From an optimization exercise on the open Yosys and OpenROAD flow, aimed at small area; shortcuts taken in it are not production practice.
Function was checked by simulation only, so behaviour that the tests miss may differ from the original.
The clock port is modelled as an ideal driver, which makes a skipped or thinned clock tree look cheaper than it is; a real chip needs a root buffer or a tree.
Power is estimated from default activity; no workload was simulated.

## design/flow/config.mk

```make
export PLATFORM = sky130hd
export DESIGN_NAME = top
export DESIGN_NICKNAME = top
export VERILOG_FILES = /design/flow/design.v
export SDC_FILE = /design/flow/constraint.sdc
export NUM_CORES = 4
export LEC_CHECK = 0
export CAP_MARGIN = 20
export CORE_MARGIN = 2
export CORE_UTILIZATION = 40
export SLEW_MARGIN = 20
```

## design/flow/constraint.sdc

```tcl
create_clock -name core_clock -period 10.0 [get_ports {CLOCK_50}]
set_input_delay 2.0000 -clock core_clock [delete_from_list [all_inputs] [get_ports {CLOCK_50}]]
set_output_delay 2.0000 -clock core_clock [all_outputs]
set_load 0.01 [all_outputs]
```

## design/flow/design.v

```verilog
module top
(
	CLOCK_50,
	KEY,
	SW,
	LEDR,
	HEX0,
	HEX1,
	HEX2,
	HEX3,
	HEX4,
	HEX5
);
input wire CLOCK_50;
input wire [3:0] KEY;
input wire [9:0] SW;
output wire [9:0] LEDR;
output wire [6:0] HEX0, HEX1, HEX2, HEX3, HEX4, HEX5;
localparam [3:0] S_INIT  = 4'd0,
                 S_SETUP = 4'd1,
                 S_FPGA  = 4'd2,    
                 S_FDONE = 4'd3,    
                 S_UOK   = 4'd4,    
                 S_UBAD  = 4'd5,    
                 S_DOK   = 4'd6,    
                 S_DBAD  = 4'd7,
                 S_COK   = 4'd8,    
                 S_CBAD  = 4'd9,
                 S_NEXT  = 4'd10,
                 S_NEXTW = 4'd11,    
                 S_RES   = 4'd12,
                 S_RESW  = 4'd13;
reg [3:0] st, nst;
reg [3:0] sync0, sync1;
reg [2:0] pc;
wire [3:0] pn = sync1 & ~sync0;
wire pn_any = |pn;
wire pn_one = (pn == 4'b0001) | (pn == 4'b0010) | (pn == 4'b0100) | (pn == 4'b1000);
wire [1:0] pn_key = {pn[3] | pn[0], pn[3] | pn[2]};
always @(posedge CLOCK_50) begin
	sync0 <= KEY;
	sync1 <= sync0;
	pc    <= pn_one ? {1'b1, pn_key} : {2'b00, pn_any};
end
wire any = pc[2] | pc[0];
wire s_init = (st == S_INIT);
wire s_next = (st == S_NEXT) | (st == S_NEXTW);
wire rst_v  = SW[1] | s_next;      
wire rst_c  = s_init | s_next | (st == S_FDONE);     
reg [7:0] setup;
always @(posedge CLOCK_50) begin
	if (SW[1]) setup[7:6] <= 2'd0;
	else if (st == S_SETUP) setup[7:6] <= SW[9:8];
end
always @(posedge CLOCK_50) begin
	if (st == S_SETUP) setup[5:0] <= SW[7:2];
end
wire [1:0] level = setup[7:6];
wire [1:0] map   = setup[5:4];
wire [3:0] lastr = setup[3:0];
reg [4:0] diva;
reg [3:0] divb;
wire wrap = diva[4] & ~diva[3] & ~diva[1] & ~diva[0];
always @(posedge CLOCK_50) begin
	if (s_init) begin
		diva <= 5'd0;
		divb <= 4'd0;
	end else begin
		diva <= wrap ? 5'd0 : {diva[3:0], ~(diva[4] ^ diva[2])};
		if (wrap) divb <= divb + 4'd1;
	end
end
wire t2   = wrap & ~divb[0];
wire t1   = wrap & (divb[1:0] == 2'b01);
wire t05  = wrap & (divb[2:0] == 3'b011);
wire t025 = wrap & (divb == 4'b0111);
reg  thz;
always @(*) begin
	case (level)
		2'd0: thz = t025;
		2'd1: thz = t05;
		2'd2: thz = t1;
		default: thz = t2;
	endcase
end
reg [3:0] cnt;
localparam [63:0] ITEM0 = 64'h64CE52EA58CA52EA;
localparam [63:0] ITEM1 = 64'h359B36B9CDED36B9;
wire [5:0] iaddr = {map, cnt};
wire [1:0] item  = {ITEM1[iaddr], ITEM0[iaddr]};
reg  [3:0] round;
wire       cnt_end = (cnt == round);
always @(posedge CLOCK_50) begin
	if (SW[1]) round <= 4'd0;
	else if (st == S_COK && round != lastr) round <= round + 4'd1;
end
reg  [3:0] tempo;    
wire       tout = tempo[3] & tempo[1];
wire       uturn = (st == S_UOK) | (st == S_UBAD) | (st == S_DOK) | (st == S_DBAD);
always @(posedge CLOCK_50) begin
	if (rst_v) tempo <= 4'd0;
	else if (uturn & t1) tempo <= tempo + 4'd1;
end
reg [2:0] led;    
wire ustep = ((st == S_UOK) | (st == S_UBAD)) & any;
wire fstep = (st == S_FPGA) & thz;
always @(posedge CLOCK_50) begin
	if (rst_c) cnt <= 4'd0;
	else if (ustep | fstep) cnt <= cnt + 4'd1;
end
always @(posedge CLOCK_50) begin
	if (rst_v) led <= 3'd0;
	else if (fstep) led <= {1'b1, item};
end
wire pok = pc[2] & (pc[1:0] == item);
always @(*) begin
	case (st)
		S_INIT:  nst = S_SETUP;
		S_SETUP: nst = SW[0] ? S_FPGA : S_SETUP;
		S_FPGA:  nst = (thz & cnt_end) ? S_FDONE : S_FPGA;
		S_FDONE: nst = S_UOK;
		S_UOK:   nst = tout ? S_RES :
		               any ? (cnt_end ? (pok ? S_DOK : S_DBAD) : (pok ? S_UOK : S_UBAD)) : S_UOK;
		S_UBAD:  nst = tout ? S_RES : (any & cnt_end) ? S_DBAD : S_UBAD;
		S_DOK:   nst = any ? S_CBAD : S_COK;
		S_DBAD:  nst = S_CBAD;
		S_COK:   nst = (round == lastr) ? S_NEXTW : S_NEXT;
		S_CBAD:  nst = S_RES;
		S_NEXT:  nst = S_FPGA;
		S_NEXTW: nst = S_RESW;
		S_RES:   nst = S_RES;
		S_RESW:  nst = S_RESW;
		default: nst = S_INIT;
	endcase
end
always @(posedge CLOCK_50) begin
	if (SW[1]) st <= S_INIT;
	else st <= nst;
end
wire sel = (st == S_RES) | (st == S_RESW);
wire win = (st == S_NEXTW) | (st == S_RESW);
function [6:0] dec7;
	input [3:0] v;
	case (v)
		4'h0: dec7 = ~7'b011_1111;
		4'h1: dec7 = ~7'b000_0110;
		4'h2: dec7 = ~7'b101_1011;
		4'h3: dec7 = ~7'b100_1111;
		4'h4: dec7 = ~7'b110_0110;
		4'h5: dec7 = ~7'b110_1101;
		4'h6: dec7 = ~7'b111_1101;
		4'h7: dec7 = ~7'b000_0111;
		4'h8: dec7 = ~7'b111_1111;
		4'h9: dec7 = ~7'b110_1111;
		4'hA: dec7 = ~7'b111_0111;
		4'hB: dec7 = ~7'b111_1100;
		4'hC: dec7 = ~7'b011_1001;
		4'hD: dec7 = ~7'b101_1110;
		4'hE: dec7 = ~7'b111_1001;
		default: dec7 = ~7'b111_0001;
	endcase
endfunction
wire [5:0] points = level * round;
localparam [111:0] TSEG = 112'b1111000100001000100100011001111000010000000010000000000011110000000010001001000110010110000010010011110011000000;
wire [6:0] tseg = TSEG[tempo*7 +: 7];
assign HEX5 = sel ? (win ? ~7'b011_1110 : ~7'b111_0001) : ~7'b011_1000;
assign HEX4 = sel ? (win ? ~7'b110_1101 : ~7'b111_0011) : dec7({2'b00, level});
assign HEX3 = sel ? ~7'b111_0001 : (win ? ~7'b111_1101 : ~7'b111_1001);
assign HEX2 = sel ? (win ? ~7'b101_0000 : ~7'b111_0111) : tseg;
wire [6:0] phseg = points[5] ? 7'b0100100 : (points[4] ? 7'b1111001 : 7'b1000000);
assign HEX1 = sel ? phseg : ~7'b101_0000;
assign HEX0 = dec7(sel ? points[3:0] : round);
assign LEDR[9:6] = ~KEY;
assign LEDR[5:4] = 2'b11;
assign LEDR[3:0] = {(led[1:0] == 2'd3), (led[1:0] == 2'd1), (led[2] & (led[1:0] == 2'd0)), (led[1:0] == 2'd2)};
endmodule
```

## design/flow/flow/run.sh

```bash
#!/bin/bash
# Layout flow: the standard synthesis; the combinational logic re-mapped
# for area (registers, their names and cell types kept; the smallest of a few
# ABC runs is used); then the standard layout with 1x port buffers and
# clock tree buffers sized down to what the flip-flop clock slews allow.
set -euo pipefail
W=$PWD
R=$W/orfs/results/${FLOW_PLATFORM:-sky130hd}/top/base
F=$W/flow
LIB=${FLOW_HOME}/platforms/sky130hd/lib/sky130_fd_sc_hd__tt_025C_1v80.lib

# 1. standard synthesis
bash standard.sh "$R/1_2_yosys.v" > synth.log 2>&1

# 2. re-map the combinational logic for area: 16 ABC runs (deepsyn with
# different seeds, then area mapping), 4 at a time; the smallest result that
# passes its check is kept, and used as the start of the next round.
cp "$R/1_2_yosys.v" "$W/1_2_yosys_standard.v"
DU=$(grep -o 'sky130_fd_sc_hd__[a-z0-9_]*' "$F/dont_use.txt" | sed 's/^/-dont_use /' | tr '\n' ' ')
reopt_round() {
  local IN=$1 RD=$2 S MAP DS a best="" besta=""
  for S in $(seq 1 16); do
    if [ $((S % 2)) = 1 ]; then MAP="amap"; else MAP="amap -m"; fi
    # stop on steps without improvement rather than on time, so the result
    # does not depend on how busy the machine is
    if [ $S -le 8 ]; then DS="-I 1 -J 200 -T 900"; else DS="-I 1 -J 500 -T 900"; fi
    sed -e "s#@SEED@#$((S + 16 * (RD - 1)))#g" -e "s#@MAP@#$MAP#g" -e "s#@DS@#$DS#g" "$F/area.abc" > "$W/area_${RD}_$S.abc"
    sed -e "s#@LIB@#$LIB#g" -e "s#@IN@#$IN#g" -e "s#@OUT@#$W/reopt_${RD}_$S.v#g" \
        -e "s#@DU@#$DU#g" -e "s#@ABC@#$W/area_${RD}_$S.abc#g" "$F/reopt.ys" > "$W/reopt_${RD}_$S.ys"
    yosys -l "$W/reopt_${RD}_$S.log" -s "$W/reopt_${RD}_$S.ys" > /dev/null 2>&1 &
    if [ $((S % 4)) = 0 ]; then wait; fi
  done
  wait
  for S in $(seq 1 16); do
    sed -e "s#@LIB@#$LIB#g" -e "s#@OUT@#$W/reopt_${RD}_$S.v#g" -e "s#@STAT@#$W/reopt_stat_${RD}_$S.txt#g" "$F/check.ys" > "$W/check_${RD}_$S.ys"
    if yosys -l "$W/check_${RD}_$S.log" -s "$W/check_${RD}_$S.ys" > /dev/null 2>&1; then
      a=$(grep "Chip area" "$W/reopt_stat_${RD}_$S.txt" | awk '{print $NF}')
      echo "round $RD seed $S area $a" >> "$W/reopt_choice.txt"
      if [ -z "$besta" ] || awk -v a="$a" -v b="$besta" 'BEGIN{exit !(a<b)}'; then best=$S; besta=$a; fi
    fi
  done
  if [ -n "$best" ] && { [ -z "$CUR_AREA" ] || awk -v a="$besta" -v b="$CUR_AREA" 'BEGIN{exit !(a<b)}'; }; then
    echo "round $RD chosen seed $best area $besta" >> "$W/reopt_choice.txt"
    cp "$W/reopt_${RD}_$best.v" "$W/reopt_round_$RD.v"
    CUR_AREA=$besta
    return 0
  fi
  echo "round $RD: no improvement" >> "$W/reopt_choice.txt"
  return 1
}
CUR="$W/1_2_yosys_standard.v"
CUR_AREA=""
for RD in 1 2 3 4; do
  if reopt_round "$CUR" $RD; then CUR="$W/reopt_round_$RD.v"; else break; fi
done
if [ "$CUR" != "$W/1_2_yosys_standard.v" ]; then
  cp "$CUR" "$R/1_2_yosys.v"
  # one tie cell for both constants, if the result still passes its check
  if python3 "$F/merge_ties.py" "$CUR" "$W/reopt_ties.v" > "$W/merge_ties.log" 2>&1; then
    sed -e "s#@LIB@#$LIB#g" -e "s#@OUT@#$W/reopt_ties.v#g" -e "s#@STAT@#$W/reopt_stat_ties.txt#g" "$F/check.ys" > "$W/check_ties.ys"
    if yosys -l "$W/check_ties.log" -s "$W/check_ties.ys" > /dev/null 2>&1; then
      cp "$W/reopt_ties.v" "$R/1_2_yosys.v"
    fi
  fi
else
  echo "no re-mapped netlist passed its check; keeping the standard one" >> "$W/reopt_choice.txt"
fi

# 3. the rest of the standard layout
export BUFFER_PORTS_ARGS="-buffer_cell sky130_fd_sc_hd__buf_1"
export CTS_ARGS="-sink_clustering_enable -repair_clock_nets -dont_use_dummy_load"
export POST_CTS_TCL="$F/post_cts.tcl"
# one tie cell per constant value instead of one per constant output
export SKIP_REPAIR_TIE_FANOUT=1
bash standard.sh finish > layout.log 2>&1
```

## design/flow/flow/area.abc

```
strash
&get -n
&deepsyn -S @SEED@ @DS@
&put
dch -f
@MAP@
```

## design/flow/flow/check.ys

```
read_liberty -lib @LIB@
read_verilog @OUT@
hierarchy -check -top top
check -assert -mapped
tee -o @STAT@ stat -liberty @LIB@
```

## design/flow/flow/dont_use.txt

```
sky130_fd_sc_hd__probe_p_8 sky130_fd_sc_hd__probec_p_8 sky130_fd_sc_hd__lpflow_bleeder_1 sky130_fd_sc_hd__lpflow_clkbufkapwr_1 sky130_fd_sc_hd__lpflow_clkbufkapwr_16 sky130_fd_sc_hd__lpflow_clkbufkapwr_2 sky130_fd_sc_hd__lpflow_clkbufkapwr_4 sky130_fd_sc_hd__lpflow_clkbufkapwr_8 sky130_fd_sc_hd__lpflow_clkinvkapwr_1 sky130_fd_sc_hd__lpflow_clkinvkapwr_16 sky130_fd_sc_hd__lpflow_clkinvkapwr_2 sky130_fd_sc_hd__lpflow_clkinvkapwr_4 sky130_fd_sc_hd__lpflow_clkinvkapwr_8 sky130_fd_sc_hd__lpflow_decapkapwr_12 sky130_fd_sc_hd__lpflow_decapkapwr_3 sky130_fd_sc_hd__lpflow_decapkapwr_4 sky130_fd_sc_hd__lpflow_decapkapwr_6 sky130_fd_sc_hd__lpflow_decapkapwr_8 sky130_fd_sc_hd__lpflow_inputiso0n_1 sky130_fd_sc_hd__lpflow_inputiso0p_1 sky130_fd_sc_hd__lpflow_inputiso1n_1 sky130_fd_sc_hd__lpflow_inputiso1p_1 sky130_fd_sc_hd__lpflow_inputisolatch_1 sky130_fd_sc_hd__lpflow_isobufsrc_1 sky130_fd_sc_hd__lpflow_isobufsrc_16 sky130_fd_sc_hd__lpflow_isobufsrc_2 sky130_fd_sc_hd__lpflow_isobufsrc_4 sky130_fd_sc_hd__lpflow_isobufsrc_8 sky130_fd_sc_hd__lpflow_isobufsrckapwr_16 sky130_fd_sc_hd__lpflow_lsbuf_lh_hl_isowell_tap_1 sky130_fd_sc_hd__lpflow_lsbuf_lh_hl_isowell_tap_2 sky130_fd_sc_hd__lpflow_lsbuf_lh_hl_isowell_tap_4 sky130_fd_sc_hd__lpflow_lsbuf_lh_isowell_4 sky130_fd_sc_hd__lpflow_lsbuf_lh_isowell_tap_1 sky130_fd_sc_hd__lpflow_lsbuf_lh_isowell_tap_2 sky130_fd_sc_hd__lpflow_lsbuf_lh_isowell_tap_4 
```

## design/flow/flow/merge_ties.py

```python
"""Pairs tie cells that drive only HI with ones that drive only LO, so that
one sky130_fd_sc_hd__conb_1 drives both a constant 1 and a constant 0.
usage: python3 merge_ties.py IN.v OUT.v"""
import re, sys
src = open(sys.argv[1]).read()
pat = re.compile(r"  sky130_fd_sc_hd__conb_1 (\S+) \(\n    \.(HI|LO)\(([^\n]*)\)\n  \);\n")
his, los = [], []
for m in pat.finditer(src):
    (his if m.group(2) == "HI" else los).append(m)
out, last, drop = [], 0, set()
pairs = list(zip(his, los))
merged = {}
for h, l in pairs:
    merged[h.start()] = "  sky130_fd_sc_hd__conb_1 %s (\n    .HI(%s),\n    .LO(%s)\n  );\n" % (h.group(1), h.group(3), l.group(3))
    drop.add(l.start())
for m in sorted(his + los, key=lambda m: m.start()):
    out.append(src[last:m.start()])
    if m.start() in merged:
        out.append(merged[m.start()])
    elif m.start() not in drop:
        out.append(m.group(0))
    last = m.end()
out.append(src[last:])
open(sys.argv[2], "w").write("".join(out))
print("merged %d tie cell pairs" % len(pairs))
```

## design/flow/flow/post_cts.tcl

```tcl
# Size each clock tree buffer down to the smallest clkbuf whose output
# slew at its loads stays under a target, then re-legalize.
set_propagated_clock [all_clocks]
set clk_sizes {sky130_fd_sc_hd__clkbuf_1 sky130_fd_sc_hd__clkbuf_2 sky130_fd_sc_hd__clkbuf_4 sky130_fd_sc_hd__buf_6 sky130_fd_sc_hd__clkbuf_8 sky130_fd_sc_hd__clkbuf_16}
set leaf_target 0.115
set root_target 0.250
proc load_slew {inst} {
  set mx 0
  foreach op [get_pins -of_objects $inst -filter "direction==output"] {
    set net [get_nets -of_objects $op]
    foreach p [get_pins -of_objects $net -filter "direction==input"] {
      set s [get_property $p slew_max]
      if {$s > $mx} {set mx $s}
    }
  }
  return $mx
}
proc is_leaf {inst} {
  foreach op [get_pins -of_objects $inst -filter "direction==output"] {
    set net [get_nets -of_objects $op]
    foreach p [get_pins -of_objects $net -filter "direction==input"] {
      if {[get_property $p name] == "CLK"} { return 1 }
    }
  }
  return 0
}
set root_loads {}
foreach b [get_cells clkbuf_*] {
  if {[is_leaf $b]} { continue }
  set ok 1
  set loads {}
  foreach op [get_pins -of_objects $b -filter "direction==output"] {
    foreach p [get_pins -of_objects [get_nets -of_objects $op] -filter "direction==input"] {
      lappend loads $p
      if {![string match "clkbuf_*" [get_full_name $p]]} { set ok 0 }
    }
  }
  set inet [get_nets -of_objects [get_pins -of_objects $b -filter "direction==input"]]
  set drv_is_port [llength [get_ports -quiet [get_property $inet name]]]
  if {$ok && [llength $loads] <= 4 && $drv_is_port} {
    puts "removing root clock buffer [get_property $b name] ([llength $loads] loads)"
    remove_buffers $b
  }
}
estimate_parasitics -placement
set bufs [get_cells clkbuf_*]
# the root first, then the leaves, which set the flip-flop clock slews
set leaves {}
set others {}
foreach b $bufs { if {[is_leaf $b]} { lappend leaves $b } else { lappend others $b } }
foreach b [concat $others $leaves] {
  if {[lsearch $leaves $b] >= 0} { set slew_target $leaf_target } else { set slew_target $root_target }
  set name [get_property $b name]
  set orig [get_property [get_property $b liberty_cell] name]
  set chosen $orig
  foreach sz $clk_sizes {
    replace_cell $b $sz
    estimate_parasitics -placement
    set s [load_slew $b]
    if {$s < $slew_target} { set chosen $sz; break }
    set chosen $sz
  }
  replace_cell $b $chosen
  estimate_parasitics -placement
  puts "clock buffer $name: $orig -> $chosen (load slew [format %.3f [load_slew $b]])"
}
detailed_placement
check_placement -verbose
estimate_parasitics -placement
```

## design/flow/flow/reopt.ys

```
read_liberty -ignore_miss_func @LIB@
read_verilog @IN@
hierarchy -top top
blackbox sky130_fd_sc_hd__dfxtp_1 sky130_fd_sc_hd__dfrtp_1 sky130_fd_sc_hd__dfstp_1 sky130_fd_sc_hd__dfrtn_1 sky130_fd_sc_hd__edfxtp_1 sky130_fd_sc_hd__conb_1
flatten
opt_clean -purge
abc -liberty @LIB@ @DU@ -script @ABC@
opt_clean -purge
hilomap -singleton -hicell sky130_fd_sc_hd__conb_1 HI -locell sky130_fd_sc_hd__conb_1 LO
insbuf -buf sky130_fd_sc_hd__buf_1 A X
opt_clean -purge
write_verilog -noattr -noexpr -nohex -nodec @OUT@
```

## design/flow/standard.sh

```bash
#!/bin/bash
# synth_recipe.tcl (not shown) runs the flow's synth.tcl, then flattens the netlist and writes it again
# the make line also repeats each setting of config.mk as NAME=value (left out here)
make -C /OpenROAD-flow-scripts/flow DESIGN_CONFIG=/design/flow/config.mk WORK_HOME=/design/flow/orfs CLKGATE_MAP_FILE= SYNTH_SCRIPT=/design/flow/synth_recipe.tcl "${@:-finish}"
```

==> impl_metrics.yaml <==
drt:
  highest_layer: "met4"
  number_of_iterations_in_the_first_detailed_routing_pass: 4
  vias_per_cell: 5.08
  detailroute.wirelength.met3_um: 285
  route.met2.wl_um: 2270
  routedWlPerCell_um: 12.0
  via_count: 2225
  drt_wl_total_um: 5250
  wl_met1_um: 2640
  final_antenna_net_count: 0
  number_of_design_rule_violations_left_after_detail_routing: 0
  drt-initial-drc-count: 84
min_path:
  hp-class: "reg -> reg"
  worst_hold_startpoint: "sync0[2]"
worst_setup_path:
  critical_path_arrival_ns: 4.70
  worst_setup_path_end_kind: "output pin"
  critical_path_peak_fanout: 13
  combined_buffer_and_inverter_count_along_the_critical_path: 5
  critical_path.startpoint: "st[1]"
  worst-endpoint-required_ns: 8.00
  setup.worst_path.start_class: "flop"
  crit_path_max_incr_delay_ns: 0.67
  crit_chain: "clkinv_1, nand2_1, nor2_1, clkinv_1, nor2_1, clkinv_1, or3_1, a21oi_1, nor2_1, a211o_1, o21ai_0, a221oi_1, a21oi_1, nor2_1, or2_0, a31oi_1, clkinv_1, o21ai_0, buf_1"
  origin_of_the_critical_flop_to_flop_path: "st[1]"
  critPathSlowestCell: "sky130_fd_sc_hd__nor2_1"
  critical_path.top_delay_family: "simple AND/OR/NAND/NOR gates"
  setup.worst_path.class: "reg -> out"
sta:
  slew_headroom_pct: 41.9
  worstMarginPinSlew_ns: 0.869
  rsz0062_at_grt: "false"
  hold_violations: 0
  final_clock_skew_ns: 0.0453
  timing.setup.tns_ns: 0
  drv_slew: 0
  fin_crit_sh_pct: 67.0
  fmaxAchievable_ghz: 0.149
  final_period_minus_worst_setup_slack_ns: 6.70
  finalSetupViolCount: 0
synth:
  syn_area_um2: 2290
  synthCells: 316
  synthesis.nets: 332
  synth.avg_cell_area_um2: 7.26
  synth.yosys.warnings: 1
power:
  switching_power_mw: 0.126
  power.share.clock_pct: 18.8
  irDropWorstVdd_uv: 86.8
  total_leakage_power_nw: 0.870
  power_frac_comb_pct: 23.7
  intPower_mw: 0.275
  power.switching_fraction_pct: 31.4
  p_per_area_nw_per_um2: 154
  share_seq_of_total_power_pct: 57.4
floorplan:
  area_of_the_die_um2: 6360
  row_count: 27
  die_h_um: 79.7
  chipWidth_um: 79.7
  initial_utilization_pct: 41.6
  io_pins: 67
  floorplan.core_area_um2: 5510
finish:
  syn2layout_area_growth_pct: 13.4
  final_nets: 384
  antenna-diode-count: 0
  final_layout_size_suffix_gt1_share_pct: 1.37
  design_area_um2: 2600
  filler_cells: 602
grt:
  grt_first_pass_wirelength_um: 8780
  groute.usage.overall_pct: 17.4
  overflow: 0
  grt_start_max_net_pins: 15
  antenna_found_initial: 0
  number_of_global_route_vias_before_repair: 1934
clock_tree:
  path_clk_slew_ns: 0.09
  clkSinkCount: 47
  clock_latency_ns: 0.16
place:
  routabilityCongestion: 0.914
  placement.io_buffers: 57
  detailed_place_hpwl_um: 4160
  placedInstanceArea_um2: 2560
job:
  maxCapViolations: 0
run_status:
  outcome: "complete, no violations"
==> layout by cell type, fill, tap and decap left out, drive strengths merged, types with 2 or more instances in the layout <==
master  instances
a31oi           8
nand3           3
o21a            2
nor4            2
clkinv         49
or2             2
a22oi           3
nor2b           2
a211oi         13
nor2           69
a21oi          10
or3             2
o311ai          2
buf            61
o21ai          26
nand2          21
o22ai           8
a221oi          2
dfxtp          41
nor3           18
edfxtp          6
==> state kept, by name (all words and copies together), names as in the netlist <==
register,count
led,3
divb,4
pc,3
round,4
sync0,4
setup,8
sync1,4
cnt,4
diva,5
tempo,4
st,4
==> area by class of cell <==
type | count | area [um2] | area share (%)
Tap cell | 72 | 90.1 | 3.46
Sequential cell | 47 | 1000 | 38.5
Clock buffer | 4 | 41.3 | 1.59
Timing Repair Buffer | 58 | 221 | 8.51
Multi-Input combinational cell | 208 | 1060 | 40.9
Inverter | 49 | 184 | 7.07
==> worst reg2reg max path: cells and delay by family, from the launching register on <==
family                 cells  cell delay (ns)
and+or+nand+nor            4             1.11
AOI/OAI and AO/OA          3             0.51
buffers and inverters      2             0.49
DFF                        1             0.36
==> routing by layer <==
layer	track usage [%]	vias to the layer above
met5	0	-
met4	4.83	0
met3	2.83	6
met2	27.7	55
met1	24.2	973
li1	-	1191
==> power groups by stage <==
stage	Combinational, mW	Clock [mW]	Sequential, mW
global route	0.108	0.0871	0.233
detailed placement	0.0960	0	0.234
floorplan	0.0716	0	0.230
global placement	0.0967	0	0.234
finish	0.0951	0.0754	0.230
==> stage by stage <==
| stage | std cells | total power, mW | hold WS [ns] | utilization (%) | setup slack [ns] |
|---|---|---|---|---|---|
| after global placement | 434 | 0.331 | 0.329 | 46.5 | 3.71 |
| final | 438 | 0.401 | 0.351 | 47.2 | 3.30 |
| after detailed placement | 434 | 0.330 | 0.336 | 46.5 | 3.48 |
| after floorplan | 316 | 0.302 | 0.323 | - | 3.26 |
| after global routing | 438 | 0.428 | 0.363 | 47.2 | 2.83 |
==> final timing paths <==
kind | end | slack (ns) | depth (start not counted)
worst max-delay path | HEX1[3] | 3.30 | 19
worst min-delay path | sync1[2] | 0.35 | 0
worst max register to register | st[1] | 7.40 | 9
worst min register to register | sync1[2] | 0.35 | 0

-- port drivers added, routing unchanged --
How much do the figures lean on ideal ports? The routed layout below was timed once more, with nothing changed but the port constraints. Step 1 sets driving cells, clkbuf_16 on the clock port and buf_2 on the other inputs (assumed; they add their load-dependent delay and slew). Step 2 moves the port delays by t, midway between the first and last clock arrival at a register: inputs arrive t later, outputs are due t later. That takes back most of the time a late clock gives input paths. Three values: no drivers, after step 1, after step 2; two values: the first two.
t, ns: 0.190
setup slack, ns: 3.303 / 3.250 / 3.440
hold slack, ns: 0.351 / 0.351 / 0.351
latest minus earliest clock arrival (ns): 0.045 / 0.045
worst slew at a driven data input, ns: 0.04
After both steps this run still meets setup and hold. For this run, drivers alone change the setup slack by -0.053 ns; drivers and shift together by +0.137 ns.
